Context: an optimization exercise on an open-source flow, tuned for small area and a short achievable clock period. The choices shown serve that exercise and are no tape-out recipe. Where RTL was checked, it was by simulation tests only, not by an equivalence proof against the original. Power and IR drop assume default switching activity.

==> inputs of try-harbor <==
## maf_top
module maf_top (
    input         clk,
    input  [1:0]  func,
    input  [31:0] A,
    input  [31:0] B,
    input  [31:0] C,
    output [63:0] result
);
Settings: LEC_CHECK=0, CAP_MARGIN=20, CORE_MARGIN=2, CORE_UTILIZATION=55, PLACE_DENSITY=0.7, SLEW_MARGIN=20, SYNTH_HIERARCHICAL=1; clock period 60.0 ns.
standard.sh (not shown) runs the stock make flow with config.mk's settings and CLKGATE_MAP_FILE= SYNTH_SCRIPT=/design/flow/synth_recipe.tcl, a recipe that flattens the netlist after the stock synthesis.
==> flow/flow/run.sh <==
#!/bin/bash
# The standard layout, with the port buffers made of buf_2 cells instead of
# the default choice (a delay buffer). Every port still gets its buffer.
set -euo pipefail
bash standard.sh BUFFER_PORTS_ARGS="-buffer_cell sky130_fd_sc_hd__buf_2" finish > standard_flow.log 2>&1
==> try-juniper: changes against try-harbor <==
--- a/flow/config.mk
+++ b/flow/config.mk
@@ -9,4 +9,4 @@
 export CORE_MARGIN = 2
-export CORE_UTILIZATION = 55
-export PLACE_DENSITY = 0.7
+export CORE_UTILIZATION = 70
+export PLACE_DENSITY = 0.8
 export SLEW_MARGIN = 20
==> run summary <==
quantity	try-juniper	try-harbor
Gate power share	0.810	0.807
Leakage	10.9 nW	10.9 nW
Min Hold Slack	12.03 ns	11.98 ns
Category of the worst setup path launch point	primary input	flip-flop
Global-route wire length before repair	136 mm	139 mm
Via count of the first global-routing pass	23696	23779
Power per cell area	51.5 mW/mm^2	52.0 mW/mm^2
Non-clk bufs	220	217
Count of placed standard cells in the final layout, fillers left out	3018	3122
Total cell area at the placement stage	0.0276 mm^2	0.0277 mm^2
Critical Path RT	60.36 ns	48.00 ns
Initial drt markers	3357	2920
Effective utilization at floorplan	0.708	0.557
Hold path start	C[0]	B[31]
Reported net switching power	0.712 mW	0.719 mW
Buf/Inv on CP	2	1
Tmin final	16.72 ns	16.49 ns
Class of the most critical setup path	primary input to flip-flop	flip-flop to primary output
Run status	finished clean	finished clean
Min-Delay Endpoint	DP.rx0$_DFF_P_	DP.rx63$_DFF_P_
Number of nets in the final layout	3214	3211
Worst slew margin relative to its limit	0.267	0.199
Maximum clock frequency	59.8 MHz	60.6 MHz
Post-route fraction of the period consumed by the critical path	0.279	0.275
Critical path origin	B[9]	DP.rx21$_DFF_P_
Die outline area	0.0396 mm^2	0.0502 mm^2
No run of this note included a check of the RTL's function; only the layout flow was run.


==> inputs of exp/ember <==
maf_top, a different RTL version from the one above (not shown whole).
Design maf_top, start of the top module:
module maf_top (
    input         clk,
    input  [1:0]  func,
    input  [31:0] A,
    input  [31:0] B,
    input  [31:0] C,
    output [63:0] result
);
clock: 60.0 ns
lec_check: 0
cap_margin: 60
core_margin: 2
core_utilization: 55
place_density: 0.7
slew_margin: 60
synth_hierarchical: 1
Scripts as last shown in full above: flow/flow/run.sh
==> exp/zinc: changes against exp/ember <==
Settings changed: CTS_BUF_LIST set to sky130_fd_sc_hd__clkbuf_4 sky130_fd_sc_hd__clkbuf_8.
==> summary of the runs <==
- exp/zinc finished clean. exp/ember finished clean.
- Against exp/ember, the first-iteration DRC count of exp/zinc is lower by about 3%.
- Via count: exp/ember is larger than exp/zinc (0.72%).
- Combinational power is about the same in exp/ember and exp/zinc.
- Of exp/zinc and exp/ember, exp/ember has the higher hold slack (gap 0.078 ns).
- Of exp/ember and exp/zinc, exp/zinc has the higher sequential share of layout area (gap 0.050 points).
- Count of clock-buffer cells in the layout is the same in exp/zinc and exp/ember.
- Against exp/ember, the fmax of exp/zinc is larger by about 0.54%.
- In sequential power, exp/zinc and exp/ember hardly differ.
- In critical path depth, exp/zinc and exp/ember do not differ.
- Between exp/ember and exp/zinc, the lower global-route usage is in exp/zinc (gap 0.10 points).
No run of this note included a check of the RTL's function; only the layout flow was run.


==> build 22 <==
Another version of the RTL of maf_top (not shown whole).
clock: 60.0 ns
lec_check: 0
cap_margin: 60
core_margin: 2
core_utilization: 55
cts_buf_list: sky130_fd_sc_hd__clkbuf_4 sky130_fd_sc_hd__clkbuf_8
place_density: 0.7
slew_margin: 60
synth_hierarchical: 1
Scripts as last shown in full above: flow/flow/run.sh
==> build 74: changes against build 22 <==
--- a/flow/design.v
+++ b/flow/design.v
@@ -632,27 +632,27 @@
 MAF_FA fs41 (.a(cx[8]), .b(neg4), .c(pp0[8]), .s(s41), .co(c42));
 wire s43, c44;
 MAF_FA fs43 (.a(pp1[6]), .b(pp2[4]), .c(pp3[2]), .s(s43), .co(c44));
 wire s45, c46;
 MAF_FA fs45 (.a(pp4[0]), .b(s41), .c(c34), .s(s45), .co(c46));
 wire s47, c48;
 MAF_FA fs47 (.a(s43), .b(c36), .c(s45), .s(s47), .co(c48));
 wire s49, c50;
-MAF_FA fs49 (.a(c38), .b(s47), .c(c40), .s(s49), .co(c50));
+MAF_HA hs49 (.a(c38), .b(s47), .s(s49), .co(c50));
 wire s51, c52;
 MAF_FA fs51 (.a(cx[9]), .b(pp0[9]), .c(pp1[7]), .s(s51), .co(c52));
 wire s53, c54;
 MAF_FA fs53 (.a(pp2[5]), .b(pp3[3]), .c(pp4[1]), .s(s53), .co(c54));
 wire s55, c56;
 MAF_FA fs55 (.a(c42), .b(c44), .c(s51), .s(s55), .co(c56));
 wire s57, c58;
 MAF_FA fs57 (.a(s53), .b(c46), .c(s55), .s(s57), .co(c58));
 wire s59, c60;
-MAF_HA hs59 (.a(c48), .b(s57), .s(s59), .co(c60));
+MAF_FA fs59 (.a(c48), .b(s57), .c(c50), .s(s59), .co(c60));
 wire s61, c62;
 MAF_FA fs61 (.a(cx[10]), .b(neg5), .c(pp0[10]), .s(s61), .co(c62));
 wire s63, c64;
 MAF_FA fs63 (.a(pp1[8]), .b(pp2[6]), .c(pp3[4]), .s(s63), .co(c64));
 wire s65, c66;
 MAF_FA fs65 (.a(pp4[2]), .b(pp5[0]), .c(s61), .s(s65), .co(c66));
 wire s67, c68;
 MAF_FA fs67 (.a(c52), .b(c54), .c(s63), .s(s67), .co(c68));
@@ -694,17 +694,17 @@
 MAF_FA fs103 (.a(pp5[3]), .b(pp6[1]), .c(c86), .s(s103), .co(c104));
 wire s105, c106;
 MAF_FA fs105 (.a(c88), .b(c90), .c(s99), .s(s105), .co(c106));
 wire s107, c108;
 MAF_FA fs107 (.a(s101), .b(s103), .c(c92), .s(s107), .co(c108));
 wire s109, c110;
 MAF_FA fs109 (.a(s105), .b(c94), .c(s107), .s(s109), .co(c110));
 wire s111, c112;
-MAF_FA fs111 (.a(c96), .b(s109), .c(c98), .s(s111), .co(c112));
+MAF_HA hs111 (.a(c96), .b(s109), .s(s111), .co(c112));
 wire s113, c114;
 MAF_FA fs113 (.a(cx[14]), .b(neg7), .c(pp0[14]), .s(s113), .co(c114));
 wire s115, c116;
 MAF_FA fs115 (.a(pp1[12]), .b(pp2[10]), .c(pp3[8]), .s(s115), .co(c116));
 wire s117, c118;
 MAF_FA fs117 (.a(pp4[6]), .b(pp5[4]), .c(pp6[2]), .s(s117), .co(c118));
 wire s119, c120;
 MAF_FA fs119 (.a(pp7[0]), .b(s113), .c(c100), .s(s119), .co(c120));
@@ -726,17 +726,17 @@
 MAF_FA fs135 (.a(c114), .b(c116), .c(c118), .s(s135), .co(c136));
 wire s137, c138;
 MAF_FA fs137 (.a(s129), .b(s131), .c(s133), .s(s137), .co(c138));
 wire s139, c140;
 MAF_FA fs139 (.a(c120), .b(s135), .c(c122), .s(s139), .co(c140));
 wire s141, c142;
 MAF_FA fs141 (.a(s137), .b(c124), .c(s139), .s(s141), .co(c142));
 wire s143, c144;
-MAF_HA hs143 (.a(c126), .b(s141), .s(s143), .co(c144));
+MAF_FA fs143 (.a(c126), .b(s141), .c(c128), .s(s143), .co(c144));
 wire s145, c146;
 MAF_FA fs145 (.a(cx[16]), .b(neg8), .c(pp0[16]), .s(s145), .co(c146));
 wire s147, c148;
 MAF_FA fs147 (.a(pp1[14]), .b(pp2[12]), .c(pp3[10]), .s(s147), .co(c148));
 wire s149, c150;
 MAF_FA fs149 (.a(pp4[8]), .b(pp5[6]), .c(pp6[4]), .s(s149), .co(c150));
 wire s151, c152;
 MAF_FA fs151 (.a(pp7[2]), .b(pp8[0]), .c(s145), .s(s151), .co(c152));
@@ -762,17 +762,17 @@
 MAF_FA fs171 (.a(c150), .b(s163), .c(s165), .s(s171), .co(c172));
 wire s173, c174;
 MAF_FA fs173 (.a(s167), .b(c152), .c(s169), .s(s173), .co(c174));
 wire s175, c176;
 MAF_FA fs175 (.a(c154), .b(s171), .c(c156), .s(s175), .co(c176));
 wire s177, c178;
 MAF_FA fs177 (.a(s173), .b(c158), .c(s175), .s(s177), .co(c178));
 wire s179, c180;
-MAF_FA fs179 (.a(c160), .b(s177), .c(c162), .s(s179), .co(c180));
+MAF_HA hs179 (.a(c160), .b(s177), .s(s179), .co(c180));
 wire s181, c182;
 MAF_FA fs181 (.a(cx[18]), .b(neg9), .c(pp0[18]), .s(s181), .co(c182));
 wire s183, c184;
 MAF_FA fs183 (.a(pp1[16]), .b(pp2[14]), .c(pp3[12]), .s(s183), .co(c184));
 wire s185, c186;
 MAF_FA fs185 (.a(pp4[10]), .b(pp5[8]), .c(pp6[6]), .s(s185), .co(c186));
 wire s187, c188;
 MAF_FA fs187 (.a(pp7[4]), .b(pp8[2]), .c(pp9[0]), .s(s187), .co(c188));
@@ -802,17 +802,17 @@
 MAF_FA fs211 (.a(s201), .b(s203), .c(s205), .s(s211), .co(c212));
 wire s213, c214;
 MAF_FA fs213 (.a(s207), .b(c190), .c(s209), .s(s213), .co(c214));
 wire s215, c216;
 MAF_FA fs215 (.a(c192), .b(s211), .c(c194), .s(s215), .co(c216));
 wire s217, c218;
 MAF_FA fs217 (.a(s213), .b(c196), .c(s215), .s(s217), .co(c218));
 wire s219, c220;
-MAF_HA hs219 (.a(c198), .b(s217), .s(s219), .co(c220));
+MAF_FA fs219 (.a(c198), .b(s217), .c(c200), .s(s219), .co(c220));
 wire s221, c222;
 MAF_FA fs221 (.a(cx[20]), .b(neg10), .c(pp0[20]), .s(s221), .co(c222));
 wire s223, c224;
 MAF_FA fs223 (.a(pp1[18]), .b(pp2[16]), .c(pp3[14]), .s(s223), .co(c224));
 wire s225, c226;
 MAF_FA fs225 (.a(pp4[12]), .b(pp5[10]), .c(pp6[8]), .s(s225), .co(c226));
 wire s227, c228;
 MAF_FA fs227 (.a(pp7[6]), .b(pp8[4]), .c(pp9[2]), .s(s227), .co(c228));
@@ -824,17 +824,17 @@
 MAF_FA fs233 (.a(s225), .b(s227), .c(c208), .s(s233), .co(c234));
 wire s235, c236;
 MAF_FA fs235 (.a(c210), .b(s229), .c(s231), .s(s235), .co(c236));
 wire s237, c238;
 MAF_FA fs237 (.a(c212), .b(s233), .c(c214), .s(s237), .co(c238));
 wire s239, c240;
 MAF_FA fs239 (.a(s235), .b(c216), .c(s237), .s(s239), .co(c240));
 wire s241, c242;
-MAF_FA fs241 (.a(c218), .b(s239), .c(c220), .s(s241), .co(c242));
+MAF_HA hs241 (.a(c218), .b(s239), .s(s241), .co(c242));
 wire s243, c244;
 MAF_FA fs243 (.a(cx[21]), .b(pp0[21]), .c(pp1[19]), .s(s243), .co(c244));
 wire s245, c246;
 MAF_FA fs245 (.a(pp2[17]), .b(pp3[15]), .c(pp4[13]), .s(s245), .co(c246));
 wire s247, c248;
 MAF_FA fs247 (.a(pp5[11]), .b(pp6[9]), .c(pp7[7]), .s(s247), .co(c248));
 wire s249, c250;
 MAF_FA fs249 (.a(pp8[5]), .b(pp9[3]), .c(pp10[1]), .s(s249), .co(c250));
@@ -946,17 +946,17 @@
 MAF_FA fs355 (.a(c324), .b(c326), .c(s349), .s(s355), .co(c356));
 wire s357, c358;
 MAF_FA fs357 (.a(c328), .b(s351), .c(s353), .s(s357), .co(c358));
 wire s359, c360;
 MAF_FA fs359 (.a(c330), .b(c332), .c(s355), .s(s359), .co(c360));
 wire s361, c362;
 MAF_FA fs361 (.a(s357), .b(c334), .c(s359), .s(s361), .co(c362));
 wire s363, c364;
-MAF_FA fs363 (.a(c336), .b(s361), .c(c338), .s(s363), .co(c364));
+MAF_HA hs363 (.a(c336), .b(s361), .s(s363), .co(c364));
 wire s365, c366;
 MAF_FA fs365 (.a(cx[26]), .b(neg13), .c(pp0[26]), .s(s365), .co(c366));
 wire s367, c368;
 MAF_FA fs367 (.a(pp1[24]), .b(pp2[22]), .c(pp3[20]), .s(s367), .co(c368));
 wire s369, c370;
 MAF_FA fs369 (.a(pp4[18]), .b(pp5[16]), .c(pp6[14]), .s(s369), .co(c370));
 wire s371, c372;
 MAF_FA fs371 (.a(pp7[12]), .b(pp8[10]), .c(pp9[8]), .s(s371), .co(c372));
@@ -974,17 +974,17 @@
 MAF_FA fs383 (.a(s375), .b(s377), .c(c352), .s(s383), .co(c384));
 wire s385, c386;
 MAF_FA fs385 (.a(s379), .b(c354), .c(s381), .s(s385), .co(c386));
 wire s387, c388;
 MAF_FA fs387 (.a(c356), .b(s383), .c(c358), .s(s387), .co(c388));
 wire s389, c390;
 MAF_FA fs389 (.a(s385), .b(c360), .c(s387), .s(s389), .co(c390));
 wire s391, c392;
-MAF_HA hs391 (.a(c362), .b(s389), .s(s391), .co(c392));
+MAF_FA fs391 (.a(c362), .b(s389), .c(c364), .s(s391), .co(c392));
 wire s393, c394;
 MAF_FA fs393 (.a(cx[27]), .b(pp0[27]), .c(pp1[25]), .s(s393), .co(c394));
 wire s395, c396;
 MAF_FA fs395 (.a(pp2[23]), .b(pp3[21]), .c(pp4[19]), .s(s395), .co(c396));
 wire s397, c398;
 MAF_FA fs397 (.a(pp5[17]), .b(pp6[15]), .c(pp7[13]), .s(s397), .co(c398));
 wire s399, c400;
 MAF_FA fs399 (.a(pp8[11]), .b(pp9[9]), .c(pp10[7]), .s(s399), .co(c400));
@@ -1002,17 +1002,17 @@
 MAF_FA fs411 (.a(s403), .b(s405), .c(c380), .s(s411), .co(c412));
 wire s413, c414;
 MAF_FA fs413 (.a(s407), .b(c382), .c(s409), .s(s413), .co(c414));
 wire s415, c416;
 MAF_FA fs415 (.a(c384), .b(s411), .c(c386), .s(s415), .co(c416));
 wire s417, c418;
 MAF_FA fs417 (.a(s413), .b(c388), .c(s415), .s(s417), .co(c418));
 wire s419, c420;
-MAF_FA fs419 (.a(c390), .b(s417), .c(c392), .s(s419), .co(c420));
+MAF_HA hs419 (.a(c390), .b(s417), .s(s419), .co(c420));
 wire s421, c422;
 MAF_FA fs421 (.a(cx[28]), .b(neg14), .c(pp0[28]), .s(s421), .co(c422));
 wire s423, c424;
 MAF_FA fs423 (.a(pp1[26]), .b(pp2[24]), .c(pp3[22]), .s(s423), .co(c424));
 wire s425, c426;
 MAF_FA fs425 (.a(pp4[20]), .b(pp5[18]), .c(pp6[16]), .s(s425), .co(c426));
 wire s427, c428;
 MAF_FA fs427 (.a(pp7[14]), .b(pp8[12]), .c(pp9[10]), .s(s427), .co(c428));
@@ -1094,17 +1094,17 @@
 MAF_FA fs503 (.a(c466), .b(s497), .c(c468), .s(s503), .co(c504));
 wire s505, c506;
 MAF_FA fs505 (.a(s499), .b(c470), .c(c472), .s(s505), .co(c506));
 wire s507, c508;
 MAF_FA fs507 (.a(s501), .b(s503), .c(c474), .s(s507), .co(c508));
 wire s509, c510;
 MAF_FA fs509 (.a(s505), .b(c476), .c(s507), .s(s509), .co(c510));
 wire s511, c512;
-MAF_FA fs511 (.a(c478), .b(s509), .c(c480), .s(s511), .co(c512));
+MAF_HA hs511 (.a(c478), .b(s509), .s(s511), .co(c512));
 wire s513 = ~(~cx[31] ^ pp0[31]);
 wire c514 = ~cx[31] | pp0[31];
 wire s515, c516;
 MAF_FA fs515 (.a(pp1[29]), .b(pp2[27]), .c(pp3[25]), .s(s515), .co(c516));
 wire s517, c518;
 MAF_FA fs517 (.a(pp4[23]), .b(pp5[21]), .c(pp6[19]), .s(s517), .co(c518));
 wire s519, c520;
 MAF_FA fs519 (.a(pp7[17]), .b(pp8[15]), .c(pp9[13]), .s(s519), .co(c520));
@@ -1222,17 +1222,17 @@
 MAF_FA fs631 (.a(c594), .b(s625), .c(c596), .s(s631), .co(c632));
 wire s633, c634;
 MAF_FA fs633 (.a(s627), .b(c598), .c(c600), .s(s633), .co(c634));
 wire s635, c636;
 MAF_FA fs635 (.a(s629), .b(s631), .c(c602), .s(s635), .co(c636));
 wire s637, c638;
 MAF_FA fs637 (.a(s633), .b(c604), .c(s635), .s(s637), .co(c638));
 wire s639, c640;
-MAF_FA fs639 (.a(c606), .b(s637), .c(c608), .s(s639), .co(c640));
+MAF_HA hs639 (.a(c606), .b(s637), .s(s639), .co(c640));
 wire s641, c642;
 MAF_FA fs641 (.a(~neg1), .b(pp2[31]), .c(pp3[29]), .s(s641), .co(c642));
 wire s643, c644;
 MAF_FA fs643 (.a(pp4[27]), .b(pp5[25]), .c(pp6[23]), .s(s643), .co(c644));
 wire s645, c646;
 MAF_FA fs645 (.a(pp7[21]), .b(pp8[19]), .c(pp9[17]), .s(s645), .co(c646));
 wire s647, c648;
 MAF_FA fs647 (.a(pp10[15]), .b(pp11[13]), .c(pp12[11]), .s(s647), .co(c648));
@@ -1282,17 +1282,17 @@
 MAF_FA fs691 (.a(c656), .b(c658), .c(s685), .s(s691), .co(c692));
 wire s693, c694;
 MAF_FA fs693 (.a(s687), .b(c660), .c(c662), .s(s693), .co(c694));
 wire s695, c696;
 MAF_FA fs695 (.a(s689), .b(s691), .c(c664), .s(s695), .co(c696));
 wire s697, c698;
 MAF_FA fs697 (.a(s693), .b(c666), .c(s695), .s(s697), .co(c698));
 wire s699, c700;
-MAF_FA fs699 (.a(c668), .b(s697), .c(c670), .s(s699), .co(c700));
+MAF_HA hs699 (.a(c668), .b(s697), .s(s699), .co(c700));
 wire s701, c702;
 MAF_FA fs701 (.a(~neg2), .b(pp3[31]), .c(pp4[29]), .s(s701), .co(c702));
 wire s703, c704;
 MAF_FA fs703 (.a(pp5[27]), .b(pp6[25]), .c(pp7[23]), .s(s703), .co(c704));
 wire s705, c706;
 MAF_FA fs705 (.a(pp8[21]), .b(pp9[19]), .c(pp10[17]), .s(s705), .co(c706));
 wire s707, c708;
 MAF_FA fs707 (.a(pp11[15]), .b(pp12[13]), .c(pp13[11]), .s(s707), .co(c708));
@@ -1338,17 +1338,17 @@
 MAF_FA fs747 (.a(s739), .b(s741), .c(c716), .s(s747), .co(c748));
 wire s749, c750;
 MAF_FA fs749 (.a(s743), .b(c718), .c(c720), .s(s749), .co(c750));
 wire s751, c752;
 MAF_FA fs751 (.a(s745), .b(s747), .c(c722), .s(s751), .co(c752));
 wire s753, c754;
 MAF_FA fs753 (.a(s749), .b(c724), .c(s751), .s(s753), .co(c754));
 wire s755, c756;
-MAF_FA fs755 (.a(c726), .b(s753), .c(c728), .s(s755), .co(c756));
+MAF_HA hs755 (.a(c726), .b(s753), .s(s755), .co(c756));
 wire s757, c758;
 MAF_FA fs757 (.a(~neg3), .b(pp4[31]), .c(pp5[29]), .s(s757), .co(c758));
 wire s759, c760;
 MAF_FA fs759 (.a(pp6[27]), .b(pp7[25]), .c(pp8[23]), .s(s759), .co(c760));
 wire s761, c762;
 MAF_FA fs761 (.a(pp9[21]), .b(pp10[19]), .c(pp11[17]), .s(s761), .co(c762));
 wire s763, c764;
 MAF_FA fs763 (.a(pp12[15]), .b(pp13[13]), .c(pp14[11]), .s(s763), .co(c764));
@@ -1390,17 +1390,17 @@
 MAF_FA fs799 (.a(c768), .b(s793), .c(c770), .s(s799), .co(c800));
 wire s801, c802;
 MAF_FA fs801 (.a(s795), .b(c772), .c(s797), .s(s801), .co(c802));
 wire s803, c804;
 MAF_FA fs803 (.a(c774), .b(s799), .c(c776), .s(s803), .co(c804));
 wire s805, c806;
 MAF_FA fs805 (.a(s801), .b(c778), .c(s803), .s(s805), .co(c806));
 wire s807, c808;
-MAF_FA fs807 (.a(c780), .b(s805), .c(c782), .s(s807), .co(c808));
+MAF_HA hs807 (.a(c780), .b(s805), .s(s807), .co(c808));
 wire s809, c810;
 MAF_FA fs809 (.a(~neg4), .b(pp5[31]), .c(pp6[29]), .s(s809), .co(c810));
 wire s811, c812;
 MAF_FA fs811 (.a(pp7[27]), .b(pp8[25]), .c(pp9[23]), .s(s811), .co(c812));
 wire s813, c814;
 MAF_FA fs813 (.a(pp10[21]), .b(pp11[19]), .c(pp12[17]), .s(s813), .co(c814));
 wire s815, c816;
 MAF_FA fs815 (.a(pp13[15]), .b(pp14[13]), .c(pp15[11]), .s(s815), .co(c816));
@@ -1710,59 +1710,66 @@
 reg rx1;
 reg rx2;
 reg rx3;
 reg rx4;
 reg rx5;
 reg rx6;
 reg rx7;
 reg rx8;
+reg ry8;
 reg rx9;
-reg ry9;
 reg rx10;
 reg rx11;
 reg rx12;
 reg rx13;
+reg ry13;
 reg rx14;
 reg rx15;
-reg ry15;
 reg rx16;
 reg rx17;
+reg ry17;
 reg rx18;
 reg rx19;
-reg ry19;
 reg rx20;
+reg ry20;
 reg rx21;
 reg rx22;
 reg rx23;
 reg ry23;
 reg rx24;
 reg rx25;
+reg ry25;
 reg rx26;
-reg ry26;
 reg rx27;
+reg ry27;
 reg rx28;
 reg rx29;
 reg ry29;
 reg rx30;
+reg ry30;
 reg rx31;
 reg ry31;
 reg rx32;
 reg ry32;
 reg rx33;
 reg rx34;
+reg ry34;
 reg rx35;
 reg ry35;
 reg rx36;
+reg ry36;
 reg rx37;
 reg ry37;
 reg rx38;
+reg ry38;
 reg rx39;
 reg ry39;
 reg rx40;
+reg ry40;
 reg rx41;
 reg ry41;
 reg rx42;
 reg rx43;
 reg ry43;
 reg rx44;
 reg rx45;
 reg ry45;
@@ -1798,61 +1805,68 @@
     rx1 <= s3;
     rx2 <= s7;
     rx3 <= s11;
     rx4 <= s17;
     rx5 <= s23;
     rx6 <= s31;
     rx7 <= s39;
     rx8 <= s49;
+    ry8 <= c40;
     rx9 <= s59;
-    ry9 <= c50;
     rx10 <= s71;
     rx11 <= s83;
     rx12 <= s97;
     rx13 <= s111;
+    ry13 <= c98;
     rx14 <= s127;
     rx15 <= s143;
-    ry15 <= c128;
     rx16 <= s161;
     rx17 <= s179;
+    ry17 <= c162;
     rx18 <= s199;
     rx19 <= s219;
-    ry19 <= c200;
     rx20 <= s241;
+    ry20 <= c220;
     rx21 <= s263;
     rx22 <= s287;
     rx23 <= s311;
     ry23 <= c288;
     rx24 <= s337;
     rx25 <= s363;
+    ry25 <= c338;
     rx26 <= s391;
-    ry26 <= c364;
     rx27 <= s419;
+    ry27 <= c392;
     rx28 <= s449;
     rx29 <= s479;
     ry29 <= c450;
-    rx30 <= s511;
-    rx31 <= s543;
-    ry31 <= c512;
+    rx30 <= c480;
+    ry30 <= s511;
+    rx31 <= c512;
+    ry31 <= s543;
     rx32 <= s575;
     ry32 <= c544;
     rx33 <= s607;
     rx34 <= s639;
-    rx35 <= s669;
-    ry35 <= c640;
+    ry34 <= c608;
+    rx35 <= c640;
+    ry35 <= s669;
     rx36 <= s699;
-    rx37 <= s727;
-    ry37 <= c700;
+    ry36 <= c670;
+    rx37 <= c700;
+    ry37 <= s727;
     rx38 <= s755;
-    rx39 <= s781;
-    ry39 <= c756;
+    ry38 <= c728;
+    rx39 <= c756;
+    ry39 <= s781;
     rx40 <= s807;
-    rx41 <= s831;
-    ry41 <= c808;
+    ry40 <= c782;
+    rx41 <= c808;
+    ry41 <= s831;
     rx42 <= s855;
     rx43 <= s877;
     ry43 <= c856;
     rx44 <= s899;
     rx45 <= s919;
     ry45 <= c900;
     rx46 <= s939;
     rx47 <= s957;
@@ -1878,17 +1892,17 @@
     rx60 <= s1107;
     rx61 <= s1111;
     ry61 <= c1108;
     rx62 <= s1115;
     rx63 <= s1117;
     ry63 <= c1116;
 end
 wire [63:0] X = {rx63, rx62, rx61, rx60, rx59, rx58, rx57, rx56, rx55, rx54, rx53, rx52, rx51, rx50, rx49, rx48, rx47, rx46, rx45, rx44, rx43, rx42, rx41, rx40, rx39, rx38, rx37, rx36, rx35, rx34, rx33, rx32, rx31, rx30, rx29, rx28, rx27, rx26, rx25, rx24, rx23, rx22, rx21, rx20, rx19, rx18, rx17, rx16, rx15, rx14, rx13, rx12, rx11, rx10, rx9, rx8, rx7, rx6, rx5, rx4, rx3, rx2, rx1, rx0};
-wire [63:0] Y = {ry63, 1'b0, ry61, 1'b0, ry59, 1'b0, ry57, 1'b0, ry55, 1'b0, ry53, 1'b0, ry51, 1'b0, ry49, 1'b0, ry47, 1'b0, ry45, 1'b0, ry43, 1'b0, ry41, 1'b0, ry39, 1'b0, ry37, 1'b0, ry35, 1'b0, 1'b0, ry32, ry31, 1'b0, ry29, 1'b0, 1'b0, ry26, 1'b0, 1'b0, ry23, 1'b0, 1'b0, 1'b0, ry19, 1'b0, 1'b0, 1'b0, ry15, 1'b0, 1'b0, 1'b0, 1'b0, 1'b0, ry9, 1'b0, 1'b0, 1'b0, 1'b0, 1'b0, 1'b0, 1'b0, 1'b0, 1'b0};
+wire [63:0] Y = {ry63, 1'b0, ry61, 1'b0, ry59, 1'b0, ry57, 1'b0, ry55, 1'b0, ry53, 1'b0, ry51, 1'b0, ry49, 1'b0, ry47, 1'b0, ry45, 1'b0, ry43, 1'b0, ry41, ry40, ry39, ry38, ry37, ry36, ry35, ry34, 1'b0, ry32, ry31, ry30, ry29, 1'b0, ry27, 1'b0, ry25, 1'b0, ry23, 1'b0, 1'b0, ry20, 1'b0, 1'b0, ry17, 1'b0, 1'b0, 1'b0, ry13, 1'b0, 1'b0, 1'b0, 1'b0, ry8, 1'b0, 1'b0, 1'b0, 1'b0, 1'b0, 1'b0, 1'b0, 1'b0};
 wire ci = 1'b0;
 wire [63:0] g0 = X & Y, p0 = X ^ Y;
 wire ag1 = g0[0] | (p0[0] & ci);
 wire ap2 = p0[0] & 1'b0;
 wire ag3 = g0[2] | (p0[2] & g0[1]);
 wire ap4 = p0[2] & p0[1];
 wire ag5 = g0[4] | (p0[4] & g0[3]);
 wire ap6 = p0[4] & p0[3];
==> flow/flow/run.sh (replaced) <==
#!/bin/bash
# The standard layout, with the port buffers made of buf_1 cells instead of
# the default choice (a delay buffer). Every port still gets its buffer.
set -euo pipefail
bash standard.sh BUFFER_PORTS_ARGS="-buffer_cell sky130_fd_sc_hd__buf_1" finish > standard_flow.log 2>&1
==> run summary <==
Against build 74, the combinational power of build 22 is higher by about 10%.
Against build 74, the die area of build 22 is lower by about 0.56%.
In build 74 the global-route usage is higher than in build 22, by 0.53 points.
Between build 22 and build 74, the lower total power is in build 74 (gap about 9%, measured against build 74).
Against build 74, the non-clock buffer count of build 22 is lower by 1.
In sequential power, build 22 and build 74 hardly differ.
In build 22 the sequential cell count is lower than in build 74, by 7.
In build 74 the wire length is larger than in build 22, by about 1.7%.
==> figures <==
| metric | build 74 | build 22 |
|---|---|---|
| Flip-flop and latch area | 1880 µm² | 1740 µm² |
| Multi-input combinational cell count | 1998 | 1981 |
| Buffer count excluding the clock tree in the final layout | 247 | 246 |
| Power of the sequential group | 161 µW | 158 µW |
| Clock network contribution to total cell area | 0.837% | 0.703% |
| Wire length of the first global-routing pass | 134000 µm | 131000 µm |
| Footprint of the multi-input gates | 22500 µm² | 22400 µm² |
| Relative slew slack | 59.0% | 59.9% |
| Result of the run | complete, no violations | complete, no violations |
| Via count | 20600 | 20400 |
| Layout cell share with drive strength beyond 1 | 7.66% | 14.2% |
| Post-Synthesis Mean Instance Area | 10.4 µm² | 10.4 µm² |
| Critical path's largest stage delay | 510 ps | 470 ps |
| Total Die Area | 48200 µm² | 47900 µm² |
| Number of standard cells after synthesis | 2454 | 2441 |
| Area fraction of the dominant cell type after synthesis | 41.6% | 42.4% |
| Placeable core region | 45600 µm² | 45500 µm² |
| Static Leak | 0.00952 µW | 0.00979 µW |
For build 22, only the layout was checked, not whether the RTL still works.

static timing again, ports no longer ideal:
Ports are ideal in the flow. The routed layouts listed here were re-timed in OpenROAD.
Step 1, drivers: a clkbuf_16 drives clk and a buf_2 each remaining input, both assumed.
Step 2, shift: input delay + t, output delay - t, t = (earliest + latest rising clock arrival at the registers) / 2. This alone moves slack from input paths to output paths.
a / b / c = ideal ports / drivers / drivers and shift; a / b = the first two.
run	t, ns	setup slack, ns	worst setup path at the end	slew at the worst register clock pin (ns)	worst slew at a driven data input, ns
try-harbor	0.566	43.510 / 43.449 / 43.054	input to register	0.08 / 0.08	0.10
try-juniper	0.530	43.282 / 43.240 / 42.709	input to register	0.07 / 0.07	0.10
exp/ember	0.547	43.453 / 43.488 / 42.941	input to register	0.06 / 0.06	0.14
exp/zinc	0.619	43.541 / 43.571 / 42.952	input to register	0.08 / 0.08	0.13
build 22	0.533	43.109 / 43.147 / 42.614	input to register	0.12 / 0.12	0.04
build 74	0.545	43.397 / 43.425 / 42.880	input to register	0.13 / 0.13	0.06
After both steps every run listed still meets setup and hold. For exp/zinc, which loses most, drivers alone change the setup slack by +0.030 ns; drivers and shift together by -0.589 ns.
